Context: an optimization exercise on an open-source flow, tuned for small area, a short achievable clock period and few clock cycles per item. The choices shown serve that exercise and are no tape-out recipe.
In this exercise RTL edits were held to simulation tests only and were not proved equivalent to the original.
Power is estimated from default activity; no workload was simulated.

## build 14
Design mult8, start of the top module:
module mult8(clk, nRST, c_ALL, m_busy, a_data, b_data, mult_out, m_finish);
input clk;
input nRST;
input c_ALL;
input m_busy;
input [7:0] a_data;
input [7:0] b_data;
output m_finish;
reg m_finish;
output [15:0] mult_out;
wire bo_0;
wire bt_0;
wire bn_0;
wire pp_0_0;
wire pp_0_1;
wire pp_0_2;
wire pp_0_3;
wire pp_0_4;
wire pp_0_5;
wire pp_0_6;
wire pp_0_7;
wire pe_0;
wire bo_1;
wire bt_1;
wire bn_1;
wire pp_1_0;
wire pp_1_1;
wire pp_1_2;
wire pp_1_3;
wire pp_1_4;
wire pp_1_5;
wire pp_1_6;
wire pp_1_7;
wire pe_1;
wire bo_2;
wire bt_2;
wire bn_2;
wire pp_2_0;
wire pp_2_1;
wire pp_2_2;
wire pp_2_3;
wire pp_2_4;
wire pp_2_5;
wire pp_2_6;
wire pp_2_7;
wire pe_2;
wire bo_3;
wire bt_3;
wire bn_3;
wire pp_3_0;
wire pp_3_1;
wire pp_3_2;
wire pp_3_3;
wire pp_3_4;
wire pp_3_5;
wire pp_3_6;
wire pp_3_7;
wire pe_3;
wire s1;
wire c2;
wire s3;
wire c4;
wire s5;
wire c6;
wire s7;
wire c8;
wire s9;
wire c10;
wire s11;
wire c12;
wire s13;
wire c14;
wire s15;
wire c16;
wire s17;
wire c18;
wire s19;
wire c20;
wire s21;
wire c22;
wire s23;
wire c24;
wire s25;
wire c26;
wire s27;
wire c28;
wire s29;
wire c30;
wire s31;
wire c32;
wire s33;
wire c34;
wire s35;
wire c36;
wire s37;
wire c38;
wire s39;
wire c40;
wire s41;
wire c42;
wire s43;
wire c44;
wire s45;
wire c46;
wire s47;
wire c48;
wire [15:0] row_a, row_b;
assign bo_0 = b_data[0] ^ 1'b0;
assign bt_0 = (b_data[1] & ~b_data[0] & ~1'b0) | (~b_data[1] & b_data[0] & 1'b0);
assign bn_0 = b_data[1];
assign pp_0_0 = ((bo_0 & a_data[0]) | (bt_0 & 1'b0)) ^ bn_0;
assign pp_0_1 = ((bo_0 & a_data[1]) | (bt_0 & a_data[0])) ^ bn_0;
assign pp_0_2 = ((bo_0 & a_data[2]) | (bt_0 & a_data[1])) ^ bn_0;
assign pp_0_3 = ((bo_0 & a_data[3]) | (bt_0 & a_data[2])) ^ bn_0;
assign pp_0_4 = ((bo_0 & a_data[4]) | (bt_0 & a_data[3])) ^ bn_0;
  ...
export LEC_CHECK = 0
export CAP_MARGIN = 20
export CORE_MARGIN = 2
export CORE_UTILIZATION = 40
export CTS_BUF_LIST = sky130_fd_sc_hd__clkbuf_4
export GPL_TIMING_DRIVEN = 0
export PLACE_DENSITY = 0.6
export SLEW_MARGIN = 20
create_clock -name core_clock -period 5.0 [get_ports {clk}]
standard.sh (not shown) runs the stock make flow with config.mk's settings and CLKGATE_MAP_FILE= SYNTH_SCRIPT=/design/flow/synth_recipe.tcl, a recipe that flattens the netlist after the stock synthesis.
==> flow/flow/run.sh <==
#!/bin/bash
# Own layout flow: the standard flow (standard.sh), with its synthesis
# script swapped for flow/synth.tcl, which sources the standard script
# synth_recipe.tcl but skips full-adder extraction and maps with flow/map.abc.
set -euo pipefail
work=$(pwd)
export MY_WORK_DIR=$work
export MY_FLOW_DIR=$work/flow
sed -e "s#SYNTH_SCRIPT=[^ ]*#SYNTH_SCRIPT=$work/flow/synth.tcl ADDER_MAP_FILE= BUFFER_PORTS_ARGS=\"-buffer_cell sky130_fd_sc_hd__buf_1\"#" standard.sh > own_standard.sh
bash own_standard.sh > own_flow.log 2>&1
==> flow/flow/map.abc <==
strash
dch
map -D 1600
topo
upsize -c -D 1600
dnsize -c -D 1600
==> flow/flow/map_out.abc <==
strash
dch
map -D 1200
topo
stime -c
buffer -c
upsize -c -D 1200
dnsize -c -D 1200
stime -c
==> flow/flow/synth.tcl <==
# Standard synthesis (synth_recipe.tcl, sourced unchanged) with two changes made
# from outside it: no full-adder extraction (ADDER_MAP_FILE is left empty on
# make's command line) and ABC technology mapping with delay-driven scripts:
# flow/map_out.abc for the logic between the registers and the outputs, then
# flow/map.abc for the rest.
proc abc {args} {
  set out {}
  set skip 0
  foreach a $args {
    if {$skip} { set skip 0; continue }
    if {$a eq "-script" || $a eq "-D"} { set skip 1; continue }
    lappend out $a
  }
  set dir $::env(MY_FLOW_DIR)
  if {[file exists $dir/map_out.abc]} {
    yosys select -set outcone o:* %ci*:-sky130_fd_sc_hd__edfxtp_1:-sky130_fd_sc_hd__dfrtp_1:-sky130_fd_sc_hd__dfxtp_1 t:\$_* %i
    puts "abc override: output cone with $dir/map_out.abc"
    yosys abc -script $dir/map_out.abc {*}$out @outcone
  }
  puts "abc override: rest with $dir/map.abc"
  yosys abc -script $dir/map.abc {*}$out
}
source $::env(MY_WORK_DIR)/synth_recipe.tcl
Testbench counts of build 14, summed over its fixed seeds: cycles 3,200, items 3,200.
### build 14 -> build 38
Settings: setting SETUP_SLACK_MARGIN to 2.2 for the first time; setting TNS_END_PERCENT to 5 for the first time.
-- flow/flow/run.sh --
<<< build 14, line 8
export MY_FLOW_DIR=$work/flow
sed -e "s#SYNTH_SCRIPT=[^ ]*#SYNTH_SCRIPT=$work/flow/synth.tcl ADDER_MAP_FILE= BUFFER_PORTS_ARGS=\"-buffer_cell sky130_fd_sc_hd__buf_1\"#" standard.sh > own_standard.sh
bash own_standard.sh > own_flow.log 2>&1
>>> build 38, line 8
export MY_FLOW_DIR=$work/flow
sed -e "s#SYNTH_SCRIPT=[^ ]*#SYNTH_SCRIPT=$work/flow/synth.tcl ADDER_MAP_FILE= SETUP_MOVE_SEQUENCE=unbuffer,sizeup,swap BUFFER_PORTS_ARGS=\"-buffer_cell sky130_fd_sc_hd__buf_1\"#" standard.sh > own_standard.sh
bash own_standard.sh > own_flow.log 2>&1
==> flow/flow/map.abc <==
strash
dch
map -D 1600
topo
stime -c
buffer -c
upsize -c -D 1600
dnsize -c -D 1600
stime -c
--- outcome ---
Build 14 reports its cell with the largest stage delay on the worst path as sky130_fd_sc_hd__buf_1 while build 38 reports sky130_fd_sc_hd__o21ai_2.
Build 38 reached the end of the flow, and the finished layout is clean on the timing, DRC and antenna checks.
The run showing the greater area added between synthesis and finish is build 38.
Build 14 → build 38: sequential cell area share fell by 2.5 points, maximum operating frequency up about 23%, post-cts resize count higher, areal power density over the cells saw a decrease, number of fillers in the final layout -about 7%.
Routed wire in build 38 totals more than in build 14.
## Diff of input files: build 67 against build 38
Settings: CTS_BUF_LIST: sky130_fd_sc_hd__clkbuf_4 -> unset; TNS_END_PERCENT: 5 -> unset; SETUP_SLACK_MARGIN: 2.2 -> unset.
==> flow/flow/run.sh <==
#!/bin/bash
# Own layout flow: the standard flow (standard.sh), with its synthesis
# script swapped for flow/synth.tcl, which sources the standard script
# synth_recipe.tcl but skips full-adder extraction and maps with flow/map.abc.
set -euo pipefail
work=$(pwd)
export MY_WORK_DIR=$work
export MY_FLOW_DIR=$work/flow
sed -e "s#SYNTH_SCRIPT=[^ ]*#SYNTH_SCRIPT=$work/flow/synth.tcl ADDER_MAP_FILE= BUFFER_PORTS_ARGS=\"-buffer_cell sky130_fd_sc_hd__buf_2\"#" standard.sh > own_standard.sh
bash own_standard.sh > own_flow.log 2>&1
==> flow/flow/map.abc <==
strash
dch
map -D 1400
topo
stime -c
buffer -c
upsize -c -D 1400
dnsize -c -D 1400
stime -c
==> flow/flow/map_out.abc <==
strash
dch
map -D 900
topo
stime -c
buffer -c
upsize -c -D 900
dnsize -c -D 900
stime -c
- Compared with build 38, build 67 shows routed wire length higher by about 10%.
- The share of synthesized cell area in and, or, nand and nor gates of build 67 exceeds that of build 38 by 3.0 points.
- Proportion of power drawn by combinational gates ends up lower on build 67.
- The power attributed to the clock group in build 67 is 1.3 times that in build 38.
- Relative to build 38, power density normalized to cell area has gone down in build 67.
- Of build 67 and build 38, it is build 67 that has the higher non-filler instance count after layout.
- Total placed cells including tap cells: build 67 vs build 38 up 12%
- Summary of the comparison: worst hold margin is higher in build 67, relative to build 38.
- Comparing build 67 and build 38, synthesized netlist cell count is lower on build 38.
- Against build 38, met1 wire length in build 67 rose by more than 10%.
- Compare build 67 and build 38 | maximum frequency higher: build 38
For build 1, these inputs were changed with respect to build 67:
Settings: an added CTS_BUF_LIST of sky130_fd_sc_hd__clkbuf_4.
-- flow/flow/run.sh --
<<< build 67, line 8
export MY_FLOW_DIR=$work/flow
sed -e "s#SYNTH_SCRIPT=[^ ]*#SYNTH_SCRIPT=$work/flow/synth.tcl ADDER_MAP_FILE= BUFFER_PORTS_ARGS=\"-buffer_cell sky130_fd_sc_hd__buf_2\"#" standard.sh > own_standard.sh
bash own_standard.sh > own_flow.log 2>&1
>>> build 1, line 8
export MY_FLOW_DIR=$work/flow
sed -e "s#SYNTH_SCRIPT=[^ ]*#SYNTH_SCRIPT=$work/flow/synth.tcl ADDER_MAP_FILE= BUFFER_PORTS_ARGS=\"-buffer_cell sky130_fd_sc_hd__buf_1\"#" standard.sh > own_standard.sh
bash own_standard.sh > own_flow.log 2>&1
==> flow/flow/map.abc <==
strash
dch
map -D 1500
topo
stime -c
buffer -c
upsize -c -D 1500
dnsize -c -D 1500
stime -c
==> flow/flow/map_out.abc <==
strash
dch
map -D 1200
topo
stime -c
buffer -c
upsize -c -D 1200
dnsize -c -D 1200
stime -c
[summary]
Comparing build 1 and build 67, the higher synthesis-to-finish area growth is on build 67. Against build 67, the final cell area of build 1 is lower. Build 67 leaves more setup margin than build 1. Delta (build 1 minus build 67): HPWL reported at the end of detailed placement -about 10%; number of global-route vias before repair -226. From build 67 to build 1 the numbers moved as follows: share of the clock period used by the worst path after layout picked up an extra 0.91 points; highest ir drop seen on vdd lost 0.0063 mV; count of non-CTS inverters in the layout lost about 30%. [build 1 vs build 67] iteration count of the initial detailed-routing pass: higher in build 1.
For build 37, these inputs were changed with respect to build 1:
Settings: CORE_UTILIZATION: 40 -> 65; PLACE_DENSITY: 0.6 -> 0.75; CTS_BUF_LIST: sky130_fd_sc_hd__clkbuf_4 -> unset.
==> flow/flow/map.abc <==
strash
dch
map -D 1600
topo
stime -c
buffer -c
upsize -c -D 1600
dnsize -c -D 1600
stime -c
Per the final summary, build 37 finished and its layout is clean on timing, DRC and antenna.
Cell count in build 37 is about 8% below build 1.
Of the two values seen for last element of the critical path, hi_a[5] was produced by build 1 and hi_a[2] by build 37.
On share of cell area taken by multi-input logic gates, the lower figure sits with build 37, not build 1.
The standard cells in build 37 occupy less silicon area than those in build 1 do.
The lower die footprint came out of build 37.

-- static timing again, ports no longer ideal --
In the flow no input, the clock included, has a driving cell. The finished layouts below were timed again as built, in two steps. Step 1, drivers: a clkbuf_16 drives clk and a buf_2 each remaining input, both assumed. Step 2 also shifts input and output timing later by t, the mid clock arrival at the registers, as if the neighbouring blocks saw the same clock. Three values: ideal ports, drivers, drivers and shift; two values: the first two.
run	shift t [ns]	slack for setup (ns)	hold WS [ns]	cell pins on the clock port's net
build 14	0.327	1.570 / 1.569 / 1.243	0.426 / 0.427 / 0.508	1
build 38	0.327	2.201 / 2.202 / 1.875	0.424 / 0.421 / 0.510	1
build 67	0.291	2.055 / 2.064 / 1.773	0.488 / 0.482 / 0.498	1
build 1	0.328	2.009 / 2.008 / 1.681	0.421 / 0.427 / 0.517	1
build 37	0.282	1.955 / 1.960 / 1.678	0.488 / 0.489 / 0.520	1
After both steps every run listed still meets setup and hold. For build 1, which loses most, drivers alone change the setup slack by -0.001 ns; drivers and shift together by -0.328 ns.
